This is an optimization exercise on Yosys and OpenROAD, whose aim is small area and a short achievable clock period, not a production implementation. No functional check of the RTL was part of any run shown here.

## flow/design.v (module list and top-level ports; edited modules follow where they fit)
// module full_adder: 9 lines
// module half_adder: 8 lines
// module DaddaKS_16bitMAC: 1702 lines
// module bxor: 3 lines
// module bxnor: 3 lines
// module band: 3 lines
// module bnor: 3 lines
// module bandn: 3 lines
// module bor: 3 lines
// module born: 3 lines
// module aoi21: 3 lines
// module oai21: 3 lines
// module nand2: 3 lines
// module nor2: 3 lines
module DaddaKS_16bitMAC(
    input [15:0] a,
    input [15:0] b,
    input clk,
    input rst,
    input cin,
    output reg [31:0] out,
    output cout
);
  // ...
==> flow/flow/run.sh <==
#!/bin/bash
# The standard layout (the standard.sh) with these ORFS settings on top of config.mk's:
#   SETUP_SLACK_MARGIN=6 'BUFFER_PORTS_ARGS=-buffer_cell sky130_fd_sc_hd__buf_1'
# and one extra step after global placement: downsize.tcl gives every cell the smallest
# drive strength that keeps the worst setup slack (area recovery; synthesis maps the
# one-gate modules to needlessly large cells).  Each tool's output is in its own log.
set -euo pipefail
bash standard.sh SETUP_SLACK_MARGIN=6 'BUFFER_PORTS_ARGS=-buffer_cell sky130_fd_sc_hd__buf_1' place > standard_place.log 2>&1
R=$PWD/orfs/results/sky130hd/DaddaKS_16bitMAC/base
DS_ODB=$R/3_place.odb DS_SDC=$R/3_place.sdc DS_TARGET=6.3 \
  DS_LIB=$FLOW_HOME/platforms/sky130hd/lib/sky130_fd_sc_hd__tt_025C_1v80.lib \
  DS_PLATFORM_DIR=$FLOW_HOME/platforms/sky130hd \
  openroad -no_init -exit flow/downsize.tcl > downsize.log 2>&1
bash standard.sh SETUP_SLACK_MARGIN=6 'BUFFER_PORTS_ARGS=-buffer_cell sky130_fd_sc_hd__buf_1' finish > standard_finish.log 2>&1
==> flow/flow/downsize.tcl <==
# Area recovery: give each cell the smallest drive strength of its kind that keeps the
# design's worst setup slack at least DS_TARGET (or the slack it had, if that is lower).
# Reads and rewrites the ODB given in DS_ODB; DS_SDC is its SDC.
read_db $::env(DS_ODB)
read_liberty $::env(DS_LIB)
read_sdc $::env(DS_SDC)
source $::env(DS_PLATFORM_DIR)/setRC.tcl
if {[info exists ::env(DS_PROP)] && $::env(DS_PROP)} { set_propagated_clock [all_clocks] }
estimate_parasitics -placement
set wns0 [sta::worst_slack -max]
set target [expr {min($wns0, $::env(DS_TARGET))}]
puts "downsize: worst slack $wns0, target $target"
set area0 0.0
set saved 0.0
set n 0
set insts [get_cells *]
foreach inst $insts {
  set m [get_property $inst ref_name]
  if {![regexp {^(sky130_fd_sc_hd__[a-z0-9]+)_([0-9]+)$} $m -> base size]} { continue }
  if {[string match *df* $base] || [string match *tap* $base] || [string match *conb* $base] || [string match *clkbuf* $base]} { continue }
  set cands {}
  foreach lc [get_lib_cells */${base}_*] {
    set nm [get_property $lc name]
    if {[regexp "^${base}_(\[0-9\]+)\$" $nm -> s2] && $s2 < $size} { lappend cands [list $s2 $nm] }
  }
  if {![llength $cands]} { continue }
  set cands [lsort -integer -index 0 $cands]
  foreach c $cands {
    set nm [lindex $c 1]
    replace_cell $inst $nm
    if {[sta::worst_slack -max] >= $target} {
      incr n
      puts "downsize: [get_full_name $inst] $m -> $nm"
      break
    }
    replace_cell $inst $m
  }
}
puts "downsize: resized $n cells, worst slack now [sta::worst_slack -max]"
report_design_area
write_db $::env(DS_ODB)
==> flow/standard.sh <==
#!/bin/bash
# synth_recipe.tcl (not shown) runs the flow's synth.tcl, then flattens the netlist and writes it again
# the make line also repeats each setting of config.mk as NAME=value (left out here)
make -C /OpenROAD-flow-scripts/flow DESIGN_CONFIG=/design/flow/config.mk WORK_HOME=/design/flow/orfs CLKGATE_MAP_FILE= SYNTH_SCRIPT=/design/flow/synth_recipe.tcl "${@:-finish}"
==> flow/config.mk <==
export PLATFORM = sky130hd
export DESIGN_NAME = DaddaKS_16bitMAC
export DESIGN_NICKNAME = DaddaKS_16bitMAC
export VERILOG_FILES = /design/flow/design.v
export SDC_FILE = /design/flow/constraint.sdc
export NUM_CORES = 4
export LEC_CHECK = 0
export CAP_MARGIN = 20
export CORE_MARGIN = 2
export CORE_UTILIZATION = 40
export CTS_BUF_LIST = sky130_fd_sc_hd__clkbuf_8
export SETUP_SLACK_MARGIN = 5
export SLEW_MARGIN = 20
export SYNTH_HIERARCHICAL = 1
==> flow/constraint.sdc <==
create_clock -name core_clock -period 17.0 [get_ports {clk}]
set_input_delay 3.4000 -clock core_clock [delete_from_list [all_inputs] [get_ports {clk}]]
set_output_delay 3.4000 -clock core_clock [all_outputs]
set_load 0.01 [all_outputs]
==> results.txt, run 1 <==
- Outcome: no timing/DRC/antenna violations
- Num CTS Buffers: 5
- Endpoint type of the worst setup path: output pin
- The final layout contains routed wiring with a total length of 21600 microns.
* Number of core rows: 53
- Most numerous cell types in the synthesized netlist: sky130_fd_sc_hd__nand2_1 (256), sky130_fd_sc_hd__fa_1 (225), sky130_fd_sc_hd__buf_6 (62)
- Clock latency on the worst-skew pair, taken at its later pin, is 0.33 ns.
- Sequential cell count: 32
- Counting I/O delays and the setup requirement, the final critical path takes 11.06 ns.
- Maximum clock insertion buffer count: 2
- Summed over all layers, the global routing overflow is 0.
- Final-layout setup total negative slack: 0 ns
- Routability Congestion: 0.822
- Crit Reg-Reg Startpoint: out[14]
- In this run the remaining antenna-violating nets after routing total 0.
- Setup slack on the critical path of the routed design comes to 5.94 ns.
* Reg2reg path depth: 21
- M1 WL: 9010 microns
- Count of flip-flops with a built-in enable after synthesis: 0
* Number of global-route vias before repair: 6589
* Final setup violation count: 0
- The worst hold path begins at out[0].
- Filler-free cell count of the finished design: 1136
- For the pin with the worst max-slew slack, the measured transition is 0.905 ns.
* Number of buffers inserted for hold repair after clock tree synthesis: 0
* Footprint of the multi-input gates: 6970 sq um
- Logic inverters: 34
- Crit path buffers/inverters: 2
* Routing layer with the top usage in global route: met2
* Via count normalized by instance count: 5.08
- Largest registers: out (32)
- Compound-gate portion of the synthesized area: 0.0500
==> run 2: changes to the inputs <==
==> flow/flow/run.sh (replaced) <==
#!/bin/bash
# The standard layout (the standard.sh) with these ORFS settings on top of config.mk's:
#   'BUFFER_PORTS_ARGS=-buffer_cell sky130_fd_sc_hd__buf_1'
# and one extra step after global placement: downsize.tcl gives every cell the smallest
# drive strength that keeps the worst setup slack (area recovery; synthesis maps the
# one-gate modules to needlessly large cells).  Each tool's output is in its own log.
set -euo pipefail
bash standard.sh 'BUFFER_PORTS_ARGS=-buffer_cell sky130_fd_sc_hd__buf_1' place > standard_place.log 2>&1
R=$PWD/orfs/results/sky130hd/DaddaKS_16bitMAC/base
DS_ODB=$R/3_place.odb DS_SDC=$R/3_place.sdc DS_TARGET=5.3 \
  DS_LIB=$FLOW_HOME/platforms/sky130hd/lib/sky130_fd_sc_hd__tt_025C_1v80.lib \
  DS_PLATFORM_DIR=$FLOW_HOME/platforms/sky130hd \
  openroad -no_init -exit flow/downsize.tcl > downsize.log 2>&1
bash standard.sh 'BUFFER_PORTS_ARGS=-buffer_cell sky130_fd_sc_hd__buf_1' finish > standard_finish.log 2>&1
==> results.txt, run 2 <==
- Reg with most FFs: out
* Drt pass-1 iters: 5
- WL per Instance: 18.8 microns
- Number of nets produced by synthesis: 1083
* Maximum clock insertion buffer count: 2 (unchanged)
- The run finished with no timing, DRC or antenna violations.
- Compared with the post-synthesis result, the final layout area differs by -0.492%.
- Antenna violations before repair: 1
- The total number of placement rows came to 53 (unchanged).
- The critical path in this run is classified as input port to output pin.
- The worst-case setup margin in the final layout came to 5.28 ns (-0.667 ns).
- Routability Congestion: 0.850 (+3.4%)
- The floorplan step defined a core boundary enclosing 21100 sq um.
* Total placed cells including tap cells: 1117
- By area the synthesized netlist is led by sky130_fd_sc_hd__fa_1 (52%), sky130_fd_sc_hd__nand2_1 (11%), sky130_fd_sc_hd__dfrtp_1 (9.3%), sky130_fd_sc_hd__buf_6 (8.1%), sky130_fd_sc_hd__xor2_1 (4.8%).
- Most common library cell in the layout ignoring fill and taps: sky130_fd_sc_hd__nand2_1
- Of the synthesized area, sequential elements account for 0.0927.
- After clock tree synthesis, the clock-pin slew on the worst setup and hold paths is 0.09 ns.
- Final hold analysis gives a worst-case slack of 0.668 ns.
* Clk Tree Root Cell: sky130_fd_sc_hd__clkbuf_8
* GR Overflow Total: 0 (unchanged)
- Die area: 22800 sq um
- Period minus WS final: 11.72 ns (+0.667 ns)
* Critical path arrival: 8.32 ns
- Antenna Cells: 0
* Fraction of post-synthesis cell area in the top cell type by area: 0.521
- The number of CTS-inserted buffers was 5 (unchanged).
- Endpoint type of the worst setup path: output pin
* Worst Hold Depth: 2
- Mean instance size in the synthesized netlist: 10.5 sq um
* Required time of the worst setup path: 13.60 ns
- Crit Reg-Reg Startpoint: out[14]
- After detailed routing, the number of remaining DRC violations is 0.
- Achievable frequency: 85.3 MHz
- Largest registers: out (32)
* Share of flip-flops with an asynchronous set or reset: 1.00
- Filler-free cell count of the finished design: 1126 (-0.88%)
- Max-slew violation count: 0
- Yosys printed 7 warnings.
- # H-tree levels: 2
- Number of flip-flops in the largest register: 32
- For this run, the share of the core covered by cells in the final layout is 0.408.
- Post-DP HPWL: 16500 microns
- Number of cells produced by synthesis: 823
* Highest-count cells in the layout ignoring fill and taps: sky130_fd_sc_hd__nand2_1 (275), sky130_fd_sc_hd__fa_1 (225), sky130_fd_sc_hd__buf_1 (56), sky130_fd_sc_hd__xor2_1 (47)
- Global-route wire length before repair: 34300 microns
- Share of layout cells above drive strength 1: 0.0400
- In the global route stage, overall resource usage came out at 0.201.
- Of the available clock period, the critical path in the final layout requires 0.690.
- Routed wire length: 21200 microns (-1.9%)
- Port buffer count: 67
* Final #Nets: 1110
* Number of top-level design ports: 68
- Counting flops and latches in the post-synthesis netlist gives 32.
* Max FO, Critical Path: 16
* RSZ-0062 raised after global routing: no
* Antenna viol nets, final: 0 (unchanged)
- Worst hold path type: flip-flop to flip-flop
- The number of setup violations in the final report was 0 (unchanged).
- The detailed router placed 5701 vias in this run.
- In this run the most critical hold path is launched from out[0].
- The number of global-route vias before repair was 6176 (-6.3%).
- In the synthesized netlist the dominant register cell turns out to be sky130_fd_sc_hd__dfrtp_1.
- Max-cap violations in this run came to 0.
- Across the routed clock network, the largest skew measured is 0.0165 ns.
- Via count normalized by instance count: 5.06 (-0.27%)
- Tracing the worst setup path back leads to its startpoint at a[6].
- Effective utilization at floorplan: 0.410
- Counting distinct cell types in the post-synthesis netlist gives 16.
* Height of the die: 151 microns
* Cell Area, Placed: 8620 sq um
- Die Wd: 151 microns
* Maximum number of pins on one net before global-route repair: 33
- Finished Cell Area: 8600 sq um
* Reg2reg path depth: 18 (-14%)
* Element type at the critical path start: input port
- CTS tree: built
- Most numerous cell types in the synthesized netlist: sky130_fd_sc_hd__nand2_1 (256), sky130_fd_sc_hd__fa_1 (225), sky130_fd_sc_hd__buf_6 (62)
* Final-layout setup total negative slack: 0 ns (unchanged)
- Dpl ws: 4.77 ns
- The first routing iteration left 326 violations.
* Summed instance area of the synthesized netlist: 8640 sq um
- The transition time at the pin with the least slew margin came to 0.880 ns (-0.0252 ns).
- The count of hold-fix buffers inserted at cts was 0 (unchanged).
- Clock latency at the later pin of the worst-skew pair: 0.33 ns (about the same)
- The number of flops mapped to enable cells by yosys came to 0 (unchanged).
* Number of sinks handled by clock tree synthesis: 32
- Max transition margin: 0.413
- Final hold violation count: 0
- The biggest area contributor in the post-synthesis netlist is sky130_fd_sc_hd__fa_1.
- Count of buffers added by post-CTS timing repair for setup: 0
* Most instantiated library cell after synthesis: sky130_fd_sc_hd__nand2_1
-- run 2: cell counts after synthesis --
Identical to the previous run, type by type.
-- run 2: critical path, stage by stage --
cell and delay (ns):
sky130_fd_sc_hd__clkdlybuf4s15_2 0.47, sky130_fd_sc_hd__nand2_1 0.15, sky130_fd_sc_hd__fa_1 0.48, sky130_fd_sc_hd__fa_1 0.47, sky130_fd_sc_hd__fa_1 0.46, sky130_fd_sc_hd__fa_1 0.56
sky130_fd_sc_hd__fa_1 0.43, sky130_fd_sc_hd__fa_1 0.52, sky130_fd_sc_hd__xor2_1 0.27, sky130_fd_sc_hd__nand2_1 0.12, sky130_fd_sc_hd__o21ai_1 0.25, sky130_fd_sc_hd__a21oi_1 0.12
sky130_fd_sc_hd__o21ai_0 0.19, sky130_fd_sc_hd__a21oi_1 0.08, sky130_fd_sc_hd__xnor2_1 0.18, sky130_fd_sc_hd__buf_1 0.17
-- run 2: per-module statistics from Yosys (local to each module, per instance) --
module | cells inside | flops+latches
DaddaKS_16bitMAC | 387 | 32
aoi21 | 1 | 0
bandn | 1 | 0
bnor | 1 | 0
bor | 1 | 0
born | 1 | 0
bxnor | 1 | 0
bxor | 1 | 0
full_adder | 1 | 0
nand2 | 1 | 0
nor2 | 1 | 0
oai21 | 1 | 0
-- run 2: timing repair --
| action | CTS | global route |
|---|---|---|
| pin swaps | 0 | 0 |
| endpoints found under the setup margin | 1 | 1 |
| gates resized for setup | 30 | 25 |
-- run 2: final cells by class --
| class | instances | area (sq um) |
|---|---|---|
| Tap cell | 275 | 344 |
| Clock inverter | 3 | 42.5 |
| Clock buffer | 5 | 68.8 |
| Multi-Input combinational cell | 693 | 6780 |
| Inverter | 34 | 128 |
| Timing Repair Buffer | 84 | 438 |
| Fill cell | 2155 | 12500 |
| Sequential cell | 32 | 801 |
-- run 2: worst paths after layout --
kind | slack (ns) | endpoint
worst max-delay path | 5.28 | cout
worst min-delay path | 0.67 | out[0]
min in group asynchronous | 3.16 | out[0]
worst min register to register | 0.67 | out[0]
worst max register to register | 11.02 | out[31]
max in group asynchronous | 13.35 | out[17]
-- run 2: per-layer routing --
layer / part of all wire / GRT usage / wire length (microns) / vias up
li1: - / - / - / 2499
met1: 0.42 / 0.278 / 8900 / 2975
met2: 0.50 / 0.334 / 10600 / 189
met3: 0.059 / 0.0298 / 1240 / 36
met4: 0.023 / 0.0579 / 496 / 2
met5: 0.00052 / 0 / 11 / -
-- run 2: cell families after synthesis --
group	after synthesis	synth area share
other cells	1	0.000434
flops	32	0.0927
simple gates	330	0.154
buf+inv	98	0.100
compound gates	57	0.0500
fa+ha+maj	225	0.521
xor+xnor	80	0.0811
==> run 3: changes to the inputs <==
==> flow/flow/run.sh (replaced) <==
#!/bin/bash
# The standard layout (the standard.sh) with these ORFS settings on top of config.mk's:
#   SETUP_SLACK_MARGIN=6 'BUFFER_PORTS_ARGS=-buffer_cell sky130_fd_sc_hd__buf_1' 'CTS_ARGS=-repair_clock_nets -buf_list sky130_fd_sc_hd__clkbuf_8 -root_buf sky130_fd_sc_hd__clkbuf_8 -dont_use_dummy_load'
# and one extra step after global placement: downsize.tcl gives every cell the smallest
# drive strength that keeps the worst setup slack (area recovery; synthesis maps the
# one-gate modules to needlessly large cells).  Each tool's output is in its own log.
set -euo pipefail
bash standard.sh SETUP_SLACK_MARGIN=6 'BUFFER_PORTS_ARGS=-buffer_cell sky130_fd_sc_hd__buf_1' 'CTS_ARGS=-repair_clock_nets -buf_list sky130_fd_sc_hd__clkbuf_8 -root_buf sky130_fd_sc_hd__clkbuf_8 -dont_use_dummy_load' place > standard_place.log 2>&1
R=$PWD/orfs/results/sky130hd/DaddaKS_16bitMAC/base
DS_ODB=$R/3_place.odb DS_SDC=$R/3_place.sdc DS_TARGET=6.3 \
  DS_LIB=$FLOW_HOME/platforms/sky130hd/lib/sky130_fd_sc_hd__tt_025C_1v80.lib \
  DS_PLATFORM_DIR=$FLOW_HOME/platforms/sky130hd \
  openroad -no_init -exit flow/downsize.tcl > downsize.log 2>&1
bash standard.sh SETUP_SLACK_MARGIN=6 'BUFFER_PORTS_ARGS=-buffer_cell sky130_fd_sc_hd__buf_1' 'CTS_ARGS=-repair_clock_nets -buf_list sky130_fd_sc_hd__clkbuf_8 -root_buf sky130_fd_sc_hd__clkbuf_8 -dont_use_dummy_load' finish > standard_finish.log 2>&1
==> results.txt, run 3 <==
* Outcome: no timing/DRC/antenna violations
- Antenna Cells: 0 (unchanged)
- The transition time at the pin with the least slew margin was 0.908 ns (+0.0280 ns).
- The number of unique standard cell types used by synthesis came to 16 (unchanged).
* Num CTS Buffers: 5 (unchanged)
- Drt pass-1 iters: 5 (unchanged)
* Number of nets produced by synthesis: 1083 (unchanged)
* Summed instance area of the synthesized netlist: 8640 sq um (unchanged)
* Port buffer count: 67 (unchanged)
- The clock latency on the worst-skew pair was 0.32 ns (about the same).
- Category of the most critical setup path: input port to output pin
* Achievable frequency: 90.5 MHz (+6.1%)
* Routed wire length: 21500 microns (+1.6%)
* Die area: 22800 sq um (unchanged)
* Final hold violation count: 0 (unchanged)
- Height of the die: 151 microns (unchanged)
- Endpoint type of the worst setup path: output pin
* Total placed cells including tap cells: 1110 (-0.63%)
- The global-route total usage across every layer is 0.210 (+0.00879).
* DR iter-0 viols: 380 (+17%)
* Most numerous cell types in the synthesized netlist: sky130_fd_sc_hd__nand2_1 (256), sky130_fd_sc_hd__fa_1 (225), sky130_fd_sc_hd__buf_6 (62)
* Biggest area contributors in the synthesized netlist: sky130_fd_sc_hd__fa_1 (52%), sky130_fd_sc_hd__nand2_1 (11%), sky130_fd_sc_hd__dfrtp_1 (9.3%), sky130_fd_sc_hd__buf_6 (8.1%), sky130_fd_sc_hd__xor2_1 (4.8%)
* Filler-free cell count of the finished design: 1133 (+0.62%)
* Max transition margin: 0.388 (-0.0251)
* Final period utilization: 0.650 (-0.0396)
- The worst slack at placement was 4.95 ns (+0.181 ns).
- The proportion of synthesized chip area in sequential cells is 0.0927 (unchanged).
- Most common library cell in the layout ignoring fill and taps: sky130_fd_sc_hd__nand2_1
- Setup ws final: 5.95 ns (+0.672 ns)
- Most instantiated library cell after synthesis: sky130_fd_sc_hd__nand2_1
- Worst hold path type: flip-flop to flip-flop
- Antenna viol nets, final: 0 (unchanged)
- Setup clock skew after layout: 0.0223 ns (+0.00588 ns)
- The global-route met2 utilization came to 0.352 (+0.0182).
* RSZ-0062 raised after global routing: yes
- CORE AREA: 21100 sq um (unchanged)
* Critical path arrival: 7.65 ns (-0.67 ns)
* Die Wd: 151 microns (unchanged)
* Effective utilization at floorplan: 0.410 (unchanged)
- Routability Congestion: 0.822 (-3.3%)
- The number of buffers between clock root and the deepest sink is 2 (unchanged).
* Number of top-level design ports: 68 (unchanged)
- Final-layout setup total negative slack: 0 ns (unchanged)
- Required time of the worst setup path: 13.60 ns (about the same)
- The number of flops mapped to enable cells by yosys came to 0 (unchanged).
* Element type at the critical path start: input port
- Among all flip-flop cells after synthesis, the most frequent one is sky130_fd_sc_hd__dfrtp_1.
* Post-DP HPWL: 16600 microns (+0.50%)
- The largest total area in the synthesized netlist belongs to sky130_fd_sc_hd__fa_1.
- The per-instance average area after synthesis was 10.5 sq um (unchanged).
- Share of flip-flops with an asynchronous set or reset: 1.00 (unchanged)
- Max-slew violation count: 0 (unchanged)
- The total of warnings raised by yosys was 7 (unchanged).
* CTS tree: built
- Global-route wire length before repair: 35900 microns (+4.5%)
- Final routed DRC violation total: 0 (unchanged)
- The global route total overflow was 0 (unchanged).
- The number of sinks handled by clock tree synthesis is 32 (unchanged).
- Detailed-route via count: 5801 (+1.8%)
- The total number of placement rows came to 53 (unchanged).
- # H-tree levels: 2 (unchanged)
- The library cells used most frequently in the layout, excluding fill and tap cells, are sky130_fd_sc_hd__nand2_1 (270), sky130_fd_sc_hd__fa_1 (210), sky130_fd_sc_hd__buf_1 (42), sky130_fd_sc_hd__xor2_1 (37).
- The vias per cell is 5.12 (+1.1%).
- The area growth from synthesis to layout is 3.84%.
* Reg with most FFs: out
- WL per Instance: 19.0 microns (+0.96%)
* Flip-flop and latch count after synthesis: 32 (unchanged)
- The number of global-route vias before repair is 6563 (+6.3%).
- The share of the synthesized area in the top cell type is 0.521 (unchanged).
* Antenna violations before repair: 0 (-1)
* Met1 Track Usage GR: 0.280 (+0.00230)
- Number of buffers inserted for hold repair after clock tree synthesis: 0 (unchanged)
- The synthesized instance count came to 823 (unchanged).
- In this run the clock root is driven by a sky130_fd_sc_hd__clkbuf_8.
* Share of layout cells above drive strength 1: 0.118 (+0.0778)
- Max FO, Critical Path: 16 (unchanged)
- Final #Nets: 1120 (+0.90%)
- Clock-pin slew reported for the worst setup and hold paths after clock tree synthesis: 0.08 ns (about the same)
- Number of flip-flops in the largest register: 32 (unchanged)
- The final period demand of the worst path is 11.05 ns (-0.672 ns).
* GRT met3 Usage: 0.0419 (+0.0120)
* Max-cap violation count: 0 (unchanged)
* Maximum number of pins on one net before global-route repair: 33 (unchanged)
- In this run the most used layer during global routing was met2.
- Largest registers: out (32)
* Final setup violation count: 0 (unchanged)
## run 3: repair_timing
action,CTS,global route
gates resized for setup,169,39
buffers inserted,11,6
setup endpoints to repair,1,1
pin swaps,13,23
endpoints found under the hold margin,0,0
## run 3: routing by layer
metal / share of wire / up-vias / routed length (microns)
met5: 0 / - / 0
met1: 0.41 / 3068 / 8870
li1: - / 2504 / -
met3: 0.063 / 31 / 1350
met4: 0.025 / 0 / 546
met2: 0.50 / 198 / 10800
## run 3: per-stage QoR
step                      area, sq um  hold WS [ns]  utilization
after floorplan                  8650         0.676            -
after global placement           8580         0.650        0.407
after detailed placement         8580         0.637        0.407
after CTS                        8770         0.657        0.416
after global routing             8970         0.710        0.425
final                            8970         0.651        0.425
## run 3: worst paths after layout
check                      startpoint       to  slack [ns]  depth (start not counted)
setup / recovery                a[13]     cout        5.95                         16
hold / removal                 out[0]   out[0]        0.65                          2
setup reg to reg              out[14]  out[31]       10.78                         21
hold reg to reg                out[0]   out[0]        0.65                          2
max in group asynchronous         rst  out[16]       13.37                          4
min in group asynchronous         rst  out[15]        3.15                          3
## run 3: cells by family (layout without fill, tap and decap cells)
logic type | after synthesis | count (layout) | share of synthesized area
compound gates | 57 | 57 | 0.0500
xor+xnor | 80 | 80 | 0.0811
fa+ha+maj | 225 | 225 | 0.521
buf+inv | 98 | 133 | 0.100
flops | 32 | 32 | 0.0927
other cells | 1 | 1 | 0.000434
simple gates | 330 | 330 | 0.154
## run 3: per-module statistics from Yosys (local to each module, per instance), excerpt
module,times used,cell area (sq um),flops+latches
DaddaKS_16bitMAC,1,2680,32
aoi21,39,8.76,0
bandn,1,13.8,0
bor,10,6.26,0
born,5,6.26,0
bxnor,33,8.76,0
full_adder,225,20.0,0
nand2,19,3.75,0
nor2,8,3.75,0
oai21,18,5.00,0
## run 3: worst max-delay path: stages
cell                      delay (ns)
sky130_fd_sc_hd__buf_1          0.06
sky130_fd_sc_hd__buf_2          0.35
sky130_fd_sc_hd__nand2_1        0.14
sky130_fd_sc_hd__fa_1           0.57
sky130_fd_sc_hd__fa_1           0.44
sky130_fd_sc_hd__fa_1           0.39
sky130_fd_sc_hd__fa_1           0.47
sky130_fd_sc_hd__fa_1           0.54
sky130_fd_sc_hd__xor2_1         0.31
sky130_fd_sc_hd__nand2_2        0.12
sky130_fd_sc_hd__nor2_4         0.12
sky130_fd_sc_hd__nand2_1        0.10
sky130_fd_sc_hd__o21ai_4        0.25
sky130_fd_sc_hd__a21oi_2        0.10
sky130_fd_sc_hd__xnor2_1        0.13
sky130_fd_sc_hd__buf_2          0.15
## run 3: final cells by class
type	count	area (sq um)
fill	2112	12100
multi-input combinational	693	6970
sequential	32	801
timing repair buffer	94	658
tap	275	344
inverter	34	128
clock buffer	5	68.8
==> run 4: changes to the inputs <==
==> flow/flow/run.sh (replaced) <==
#!/bin/bash
# The standard layout (the standard.sh) with these ORFS settings on top of config.mk's:
#   SETUP_SLACK_MARGIN=6 'BUFFER_PORTS_ARGS=-buffer_cell sky130_fd_sc_hd__buf_1' 'CTS_ARGS=-sink_clustering_enable -repair_clock_nets -buf_list sky130_fd_sc_hd__clkbuf_8 -dont_use_dummy_load'
# and one extra step after global placement: downsize.tcl gives every cell the smallest
# drive strength that keeps the worst setup slack (area recovery; synthesis maps the
# one-gate modules to needlessly large cells).  Each tool's output is in its own log.
set -euo pipefail
bash standard.sh SETUP_SLACK_MARGIN=6 'BUFFER_PORTS_ARGS=-buffer_cell sky130_fd_sc_hd__buf_1' 'CTS_ARGS=-sink_clustering_enable -repair_clock_nets -buf_list sky130_fd_sc_hd__clkbuf_8 -dont_use_dummy_load' place > standard_place.log 2>&1
R=$PWD/orfs/results/sky130hd/DaddaKS_16bitMAC/base
DS_ODB=$R/3_place.odb DS_SDC=$R/3_place.sdc DS_TARGET=6.3 \
  DS_LIB=$FLOW_HOME/platforms/sky130hd/lib/sky130_fd_sc_hd__tt_025C_1v80.lib \
  DS_PLATFORM_DIR=$FLOW_HOME/platforms/sky130hd \
  openroad -no_init -exit flow/downsize.tcl > downsize.log 2>&1
bash standard.sh SETUP_SLACK_MARGIN=6 'BUFFER_PORTS_ARGS=-buffer_cell sky130_fd_sc_hd__buf_1' 'CTS_ARGS=-sink_clustering_enable -repair_clock_nets -buf_list sky130_fd_sc_hd__clkbuf_8 -dont_use_dummy_load' finish > standard_finish.log 2>&1
==> results.txt, run 4 <==
- Outcome: no timing/DRC/antenna violations
* Detailed-route via count: 5801 (unchanged)
- The maximum fanout count along the critical path came to 16 (unchanged).
- The die height was 151 microns (unchanged).
- CTS tree: built
- Syn. warnings: 7 (unchanged)
* Reg with most FFs: out
- After detailed routing, no signal wire sits above met4.
- Fillers: 2112 (unchanged)
- The worst slack at placement is 4.95 ns (unchanged).
- The sum of routed wire segments on met1 came to 8870 microns (unchanged).
- Flip-flop and latch count after synthesis: 32 (unchanged)
- Routed wire length: 21500 microns (unchanged)
- Number of cells produced by synthesis: 823 (unchanged)
- The count of nets left with antenna violations after detail routing came to 0 (unchanged).
- The count of TritonRoute iterations in the first routing pass was 5 (unchanged).
* Most used cell, CP: sky130_fd_sc_hd__fa_1
* Worst-path cell with the longest stage delay: sky130_fd_sc_hd__fa_1
* Element type at the critical path start: input port
- RSZ-0062 raised after global routing: yes
- CORE AREA: 21100 sq um (unchanged)
- Worst reg2reg setup slack: 10.78 ns (about the same)
- Largest registers: out (32)
- Num CTS Buffers: 5 (unchanged)
- The average wire length per cell after detail routing came to 19.0 microns (unchanged).
- The sum of negative setup slack was 0 ns (unchanged).
- The share of the clock period used by the worst path after layout is 0.650 (unchanged).
- Post-synth top area cell: sky130_fd_sc_hd__fa_1
* Area grow syn2layout: 3.84% (unchanged)
- The worst setup path is captured at an output pin.
- The port buffer count came to 67 (unchanged).
* Met2 wirelength from detailed routing: 10800 microns (unchanged)
* Number of top-level design ports: 68 (unchanged)
- Fraction of post-synthesis cell area in the top cell type by area: 0.521 (unchanged)
- # H-tree levels: 2 (unchanged)
- The number of DRC markers after the initial detailed-route iteration is 380 (unchanged).
* Die Wd: 151 microns (unchanged)
- Most numerous cell types in the synthesized netlist: sky130_fd_sc_hd__nand2_1 (256), sky130_fd_sc_hd__fa_1 (225), sky130_fd_sc_hd__buf_6 (62)
- The signal on the critical path passes through buf_1, buf_2, nand2_1, fa_1, fa_1, fa_1, fa_1, fa_1, xor2_1, nand2_2, nor2_4, nand2_1, o21ai_4, a21oi_2, xnor2_1, buf_2.
- The vias per cell came to 5.12 (unchanged).
* Clock-pin slew reported for the worst setup and hold paths after clock tree synthesis: 0.08 ns (about the same)
- The count of max-cap constraint violations came to 0 (unchanged).
- The total inserted antenna cells was 0 (unchanged).
* Peak per-stage delay on the critical path: 0.57 ns (about the same)
* Setup ws final: 5.95 ns (unchanged)
- The number of setup violations in the final report is 0 (unchanged).
- The final routed DRC violation total is 0 (unchanged).
- Clock latency at the later pin of the worst-skew pair: 0.32 ns (about the same)
- The worst setup path is of the input port to output pin kind.
- Final #Nets: 1120 (unchanged)
- The number of buffer and inverter stages on the critical path is 3 (unchanged).
- The final period demand of the worst path was 11.05 ns (unchanged).
- The worst-case clock skew was 0.0223 ns (unchanged).
* Synth Flop Type: sky130_fd_sc_hd__dfrtp_1
- Post-synth cell types: 16 (unchanged)
- Max-slew violation count: 0 (unchanged)
* Share of flip-flops with an asynchronous set or reset: 1.00 (unchanged)
- Routability Congestion: 0.822 (unchanged)
- Worst hold path type: flip-flop to flip-flop
* Footprint of the multi-input gates: 6970 sq um (unchanged)
- Critical path arrival: 7.65 ns (about the same)
* Number of sinks handled by clock tree synthesis: 32 (unchanged)
- Share of layout cells above drive strength 1: 0.118 (unchanged)
* Count of flip-flops with a built-in enable after synthesis: 0 (unchanged)
- Global-route wire length before repair: 35900 microns (unchanged)
- The upper clock frequency limit came to 90.5 MHz (unchanged).
- The net count of the mapped netlist is 1083 (unchanged).
- The max-slew headroom at the worst pin was 0.388 (unchanged).
- The HPWL after detailed placement was 16600 microns (unchanged).
* Sequential cell area: 801 sq um (unchanged)
- Summed instance area of the synthesized netlist: 8640 sq um (unchanged)
- The required time of the critical path was 13.60 ns (about the same).
* Die area: 22800 sq um (unchanged)
- The number of global-route vias before repair came to 6563 (unchanged).
* Antenna violations before repair: 0 (unchanged)
- The global route total overflow is 0 (unchanged).
- Final hold violation count: 0 (unchanged)
- Mean instance size in the synthesized netlist: 10.5 sq um (unchanged)
- The maximum number of pins on one net before global-route repair was 33 (unchanged).
* Overall routing resource usage: 0.210 (unchanged)
- The number of buffers between clock root and the deepest sink was 2 (unchanged).
* Number of flip-flops in the largest register: 32 (unchanged)
* Crit path max-delay family: adder cells
- The initial core utilization came to 0.410 (unchanged).
- The library cell used most frequently in the layout, excluding fill and tap cells, is sky130_fd_sc_hd__nand2_1.
- Number of core rows: 53 (unchanged)
- The root buffer cell chosen for the clock tree is sky130_fd_sc_hd__clkbuf_8.
* Metal3 WL: 1350 microns (unchanged)
- After synthesis, the cell types taking the most area are sky130_fd_sc_hd__fa_1 (52%), sky130_fd_sc_hd__nand2_1 (11%), sky130_fd_sc_hd__dfrtp_1 (9.3%), sky130_fd_sc_hd__buf_6 (8.1%), sky130_fd_sc_hd__xor2_1 (4.8%).
- The proportion of synthesized chip area in sequential cells was 0.0927 (unchanged).
- In the layout the commonest cells are sky130_fd_sc_hd__nand2_1 (270), sky130_fd_sc_hd__fa_1 (210), sky130_fd_sc_hd__buf_1 (42), sky130_fd_sc_hd__xor2_1 (37).
- Actual slew at the worst max-slew pin: 0.908 ns (unchanged)
* Most instantiated library cell after synthesis: sky130_fd_sc_hd__nand2_1
## run 4: cell counts after synthesis
Identical to the previous run, type by type.
## run 4: logic make-up (layout without fill, tap and decap cells)
logic type	count (synthesis)	count (layout)	synth area share
simple gates	330	330	0.154
compound gates	57	57	0.0500
other cells	1	1	0.000434
flops	32	32	0.0927
fa+ha+maj	225	225	0.521
buf+inv	98	133	0.100
xor+xnor	80	80	0.0811
## run 4: per-stage QoR
stage,instance area (sq um),utilization,cells,hold WS (ns)
after floorplan,8650,-,823,0.676
after detailed placement,8580,0.407,1110,0.637
after CTS,8770,0.416,1126,0.657
after global routing,8970,0.425,1133,0.710
after global placement,8580,0.407,1110,0.650
final,8970,0.425,1133,0.651
## run 4: final timing paths
kind,startpoint,end,depth (start not counted)
setup / recovery,a[13],cout,16
hold / removal,out[0],out[0],2
setup reg to reg,out[14],out[31],21
hold reg to reg,out[0],out[0],2
max in group asynchronous,rst,out[16],4
min in group asynchronous,rst,out[15],3
## run 4: per-layer routing
layer  global-route usage  vias to the layer above
li1                     -                     2504
met1                0.280                     3068
met2                0.352                      198
met3               0.0419                       31
met4               0.0593                        0
met5                    0                        -
## run 4: final cells by class
cell class                 instances  share of cell area
inverter                          34              0.0142
sequential                        32              0.0892
clock buffer                       5             0.00767
multi-input combinational        693               0.777
timing repair buffer              94              0.0734
tap                              275              0.0383
## run 4: tightest hold or removal path: stages (launching register included)
cell	delay, ns
sky130_fd_sc_hd__dfrtp_1	0.38
sky130_fd_sc_hd__xnor2_1	0.16
sky130_fd_sc_hd__xor2_1	0.08
## run 4: what timing repair did
item / CTS / global route
resized for setup: 169 / 39
setup endpoints to repair: 1 / 1
pin swaps: 13 / 23
gates cloned: 0 / 0
hold buffers: 0 / 0
setup buffers: 11 / 6
## run 4: modules after synthesis, one instance, submodules excluded
module            cells  flip-flops and latches
DaddaKS_16bitMAC    387                      32
full_adder            1                       0
bandn                 1                       0
aoi21                 1                       0
bxnor                 1                       0
bxor                  1                       0
bor                   1                       0
born                  1                       0
oai21                 1                       0
bnor                  1                       0
nand2                 1                       0
nor2                  1                       0
==> run 5: changes to the inputs <==
==> flow/flow/run.sh (replaced) <==
#!/bin/bash
# The standard layout (the standard.sh) with these ORFS settings on top of config.mk's:
#   SETUP_SLACK_MARGIN=7 'BUFFER_PORTS_ARGS=-buffer_cell sky130_fd_sc_hd__buf_1' 'CTS_ARGS=-sink_clustering_enable -repair_clock_nets -buf_list sky130_fd_sc_hd__clkbuf_8 -dont_use_dummy_load'
# and one extra step after global placement: downsize.tcl gives every cell the smallest
# drive strength that keeps the worst setup slack (area recovery; synthesis maps the
# one-gate modules to needlessly large cells).  Each tool's output is in its own log.
set -euo pipefail
bash standard.sh SETUP_SLACK_MARGIN=7 'BUFFER_PORTS_ARGS=-buffer_cell sky130_fd_sc_hd__buf_1' 'CTS_ARGS=-sink_clustering_enable -repair_clock_nets -buf_list sky130_fd_sc_hd__clkbuf_8 -dont_use_dummy_load' place > standard_place.log 2>&1
R=$PWD/orfs/results/sky130hd/DaddaKS_16bitMAC/base
DS_ODB=$R/3_place.odb DS_SDC=$R/3_place.sdc DS_TARGET=7.3 \
  DS_LIB=$FLOW_HOME/platforms/sky130hd/lib/sky130_fd_sc_hd__tt_025C_1v80.lib \
  DS_PLATFORM_DIR=$FLOW_HOME/platforms/sky130hd \
  openroad -no_init -exit flow/downsize.tcl > downsize.log 2>&1
bash standard.sh SETUP_SLACK_MARGIN=7 'BUFFER_PORTS_ARGS=-buffer_cell sky130_fd_sc_hd__buf_1' 'CTS_ARGS=-sink_clustering_enable -repair_clock_nets -buf_list sky130_fd_sc_hd__clkbuf_8 -dont_use_dummy_load' finish > standard_finish.log 2>&1
==> results.txt, run 5 <==
- Final setup violation count: 0 (unchanged)
* Cell chain of the critical path: buf_1, buf_6, buf_4, nand2_1, fa_1, fa_1, fa_1, fa_1, fa_1, xor2_1, a21oi_1, o21ai_0, a21oi_1, o21ai_4, a21oi_2, xnor2_1, buf_2
- In this run the worst hold path is classified as flip-flop to flip-flop.
- Effective utilization at floorplan: 0.410 (unchanged)
* Number of top-level design ports: 68 (unchanged)
- The transition time at the pin with the least slew margin is 0.826 ns (-0.0816 ns).
* Crit path buffers/inverters: 4 (+1)
- Reg with most FFs: out
* Number of flip-flops in the largest register: 32 (unchanged)
- Peak per-stage delay on the critical path: 0.56 ns (about the same)
- The biggest area contributor in the post-synthesis netlist is sky130_fd_sc_hd__fa_1.
- The share of the synthesized area in the top cell type is 0.521 (unchanged).
- The run finished with no timing, DRC or antenna violations.
- Achievable frequency: 90.5 MHz (about the same)
* Most used cell, CP: sky130_fd_sc_hd__fa_1
- Category of the most critical setup path: input port to output pin
- The largest registers in the layout are out (32).
- The number of global-route vias before repair came to 6444 (-1.8%).
- Count of flip-flops with a built-in enable after synthesis: 0 (unchanged)
- The total of warnings raised by yosys was 7 (unchanged).
- Synth Flop Type: sky130_fd_sc_hd__dfrtp_1
* Drt pass-1 iters: 5 (unchanged)
- Post-synth cell types: 16 (unchanged)
* Die area: 22800 sq um (unchanged)
* WL per Instance: 18.9 microns (-0.65%)
- The total number of placement rows was 53 (unchanged).
- The synthesized instance count came to 823 (unchanged).
- # H-tree levels: 2 (unchanged)
* Worst-path cell with the longest stage delay: sky130_fd_sc_hd__fa_1
- Max-cap violation count: 0 (unchanged)
* Share of the core filled with cells: 0.425 (about the same)
- RSZ-0062 raised after global routing: yes
- The HPWL after detailed placement came to 16600 microns (-0.21%).
- The routed wire length was 21400 microns (-0.74%).
* DR iter-0 viols: 290 (-24%)
* Fillers: 2117 (+0.24%)
- The worst-case clock skew came to 0.00661 ns (-0.0157 ns).
* Biggest area contributors in the synthesized netlist: sky130_fd_sc_hd__fa_1 (52%), sky130_fd_sc_hd__nand2_1 (11%), sky130_fd_sc_hd__dfrtp_1 (9.3%), sky130_fd_sc_hd__buf_6 (8.1%), sky130_fd_sc_hd__xor2_1 (4.8%)
* Clk Tree Root Cell: sky130_fd_sc_hd__clkbuf_8
- Crit path max-delay family: adder cells
* Detailed-route via count: 5709 (-1.6%)
- The global route total overflow came to 0 (unchanged).
- The port buffer count is 67 (unchanged).
- Clock latency at the later pin of the worst-skew pair: 0.32 ns (about the same)
- The async set-or-reset flop fraction in the synthesized netlist came to 1.00 (unchanged).
- Antenna Cells: 0 (unchanged)
- STA classifies the critical path endpoint as an output pin.
- Most instantiated library cell after synthesis: sky130_fd_sc_hd__nand2_1
- The global-route total usage across every layer is 0.209 (-0.00173).
- Element type at the critical path start: input port
- In the layout the commonest cells are sky130_fd_sc_hd__nand2_1 (270), sky130_fd_sc_hd__fa_1 (212), sky130_fd_sc_hd__xor2_1 (41), sky130_fd_sc_hd__buf_1 (41), sky130_fd_sc_hd__nor2_1 (36).
- The flip-flop and latch count after synthesis is 32 (unchanged).
- Routability Congestion: 0.820 (-0.17%)
- TritonCTS built the clock tree.
* Die Wd: 151 microns (unchanged)
- Area grow syn2layout: 3.74% (about the same)
- Final hold violation count: 0 (unchanged)
* Critical path arrival: 7.65 ns (about the same)
- After synthesis, the most frequently instantiated cells are sky130_fd_sc_hd__nand2_1 (256), sky130_fd_sc_hd__fa_1 (225), sky130_fd_sc_hd__buf_6 (62).
- The number of sinks handled by clock tree synthesis came to 32 (unchanged).
- Period minus WS final: 11.05 ns (+0.000880 ns)
- Height of the die: 151 microns (unchanged)
- The per-instance average area after synthesis was 10.5 sq um (unchanged).
- The area of the core came to 21100 sq um (unchanged).
- Maximum clock insertion buffer count: 2 (unchanged)
- Antenna viol nets, final: 0 (unchanged)
- Max transition margin: 0.443 (+0.0550)
- The fraction of final layout cells sized beyond drive strength 1 came to 0.105 (-0.0127).
- Clock-pin slew reported for the worst setup and hold paths after clock tree synthesis: 0.08 ns (about the same)
* Num CTS Buffers: 5 (unchanged)
* Final-layout setup total negative slack: 0 ns (unchanged)
* Final period utilization: 0.650 (about the same)
* Max-slew violation count: 0 (unchanged)
* Via count normalized by instance count: 5.04 (-1.5%)
- The proportion of synthesized chip area in sequential cells is 0.0927 (unchanged).
- Global-route wire length before repair: 35500 microns (-1.1%)
- The net count of the mapped netlist was 1083 (unchanged).
- Required time of the worst setup path: 13.60 ns (about the same)
- Most common library cell in the layout ignoring fill and taps: sky130_fd_sc_hd__nand2_1
* Antenna violations before repair: 0 (unchanged)
- Summed instance area of the synthesized netlist: 8640 sq um (unchanged)
- The worst hold margin is 0.664 ns (+0.0124 ns).
- The count of nets after finishing was 1119 (-0.089%).
- The maximum number of pins on one net before global-route repair came to 33 (unchanged).
* Max FO, Critical Path: 6 (-10)
- The final routed DRC violation total was 0 (unchanged).
-- run 5: cell counts after synthesis --
Identical to the previous run, type by type.
-- run 5: metal layers --
metal,track usage,part of all wire,up-vias
met4,0.0551,0.025,0
met1,0.282,0.42,2996
met5,0,0,-
li1,-,-,2497
met3,0.0349,0.056,33
met2,0.350,0.50,183
-- run 5: cell families after synthesis --
logic type,synth area share
buffers and inverters,0.100
other,0.000434
DFF,0.0927
AOI/OAI and AO/OA,0.0500
and+or+nand+nor,0.154
xor gates and xnor gates,0.0811
adders and majority gates,0.521
-- run 5: cell type report --
class,count,area [sq um],area share
multi-input cells,693,6900,0.770
well taps,275,344,0.0384
repair buffers,93,722,0.0805
flip-flops and latches,32,801,0.0893
clock buffers,5,68.8,0.00768
inverters,34,128,0.0142
-- run 5: per-stage QoR --
stage	cells	worst slack, ns	instance area, sq um
finish	1132	5.95	8960
global route	1132	5.70	8960
CTS	1129	5.92	8910
detailed placement	1109	5.13	8630
global placement	1109	5.18	8630
floorplan	823	8.79	8710
-- run 5: worst register-to-register path, cell delays in order, from the launching register on --
cell and delay (ns):
sky130_fd_sc_hd__dfrtp_1 0.35, sky130_fd_sc_hd__inv_1 0.06, sky130_fd_sc_hd__fa_1 0.55, sky130_fd_sc_hd__fa_1 0.43
sky130_fd_sc_hd__fa_1 0.45, sky130_fd_sc_hd__fa_1 0.39, sky130_fd_sc_hd__fa_1 0.46, sky130_fd_sc_hd__fa_2 0.57
sky130_fd_sc_hd__xor2_2 0.19, sky130_fd_sc_hd__nand2_1 0.10, sky130_fd_sc_hd__nor2_2 0.11, sky130_fd_sc_hd__nand2_1 0.09
sky130_fd_sc_hd__o21ai_4 0.24, sky130_fd_sc_hd__buf_4 0.15, sky130_fd_sc_hd__buf_4 0.13, sky130_fd_sc_hd__inv_1 0.06
sky130_fd_sc_hd__o21ai_0 0.66, sky130_fd_sc_hd__a21oi_1 0.24, sky130_fd_sc_hd__o21ai_0 0.34, sky130_fd_sc_hd__a21oi_1 0.13
sky130_fd_sc_hd__xnor2_1 0.15
-- run 5: what timing repair did --
item / CTS / global route
hold buffers: 0 / 0
resized for setup: 204 / 5
buffers inserted: 15 / 2
setup endpoints to repair: 1 / 1
gates cloned: 0 / 0
pin swaps: 20 / 5
-- run 5: final timing paths --
| check | slack (ns) | cells past startpoint | endpoint | start |
|---|---|---|---|---|
| min in group asynchronous | 3.12 | 3 | out[13] | rst |
| min reg2reg | 0.66 | 2 | out[0] | out[0] |
| max | 5.95 | 17 | cout | a[1] |
| max in group asynchronous | 13.42 | 4 | out[16] | rst |
| min | 0.66 | 2 | out[0] | out[0] |
| max reg2reg | 11.02 | 20 | out[31] | out[14] |
-- run 5: Yosys stat by module (local to each module, per instance) --
module	flip-flops and latches	times used	area, sq um	cells
DaddaKS_16bitMAC	32	1	2680	387
nor2	0	8	3.75	1
full_adder	0	225	20.0	1
bxor	0	47	8.76	1
nand2	0	19	3.75	1
bor	0	10	6.26	1
oai21	0	18	5.00	1
born	0	5	6.26	1
bxnor	0	33	8.76	1
bandn	0	1	13.8	1
bnor	0	31	3.75	1
aoi21	0	39	8.76	1

-- afterwards: timing with drivers on the ports --
Ports are ideal in the flow. The routed layouts listed here were re-timed in OpenROAD.
Step 1 (the two cells are an assumption about what drives the block):
set clk [get_ports {clk}]
set_driving_cell -lib_cell sky130_fd_sc_hd__clkbuf_16 $clk
set_driving_cell -lib_cell sky130_fd_sc_hd__buf_2 [delete_from_list [all_inputs] $clk]
Step 2 adds t to the input delays and takes it off the output delays; t is the mean of the earliest and latest rising clock arrival at the registers after step 1. Input paths then give back, and output paths get back, about the clock's delay inside the block.
Slacks: no drivers / after step 1 / after step 2; pairs: no drivers / after step 1.
run | t, ns | slack for setup (ns) | hold slack, ns | worst setup path at the end
run 1 | 0.360 | 5.945 / 5.909 / 5.909 | 0.653 / 0.653 / 0.653 | input to output
run 2 | 0.361 | 5.278 / 5.256 / 5.256 | 0.668 / 0.668 / 0.668 | input to output
run 3 | 0.352 | 5.950 / 5.903 / 5.903 | 0.651 / 0.651 / 0.651 | input to output
run 4 | 0.352 | 5.950 / 5.903 / 5.903 | 0.651 / 0.651 / 0.651 | input to output
run 5 | 0.353 | 5.950 / 5.892 / 5.892 | 0.664 / 0.664 / 0.664 | input to output
After both steps setup and hold are still met in every run listed. For run 5, which loses most, drivers alone change the setup slack by -0.058 ns; drivers and shift together by -0.058 ns.
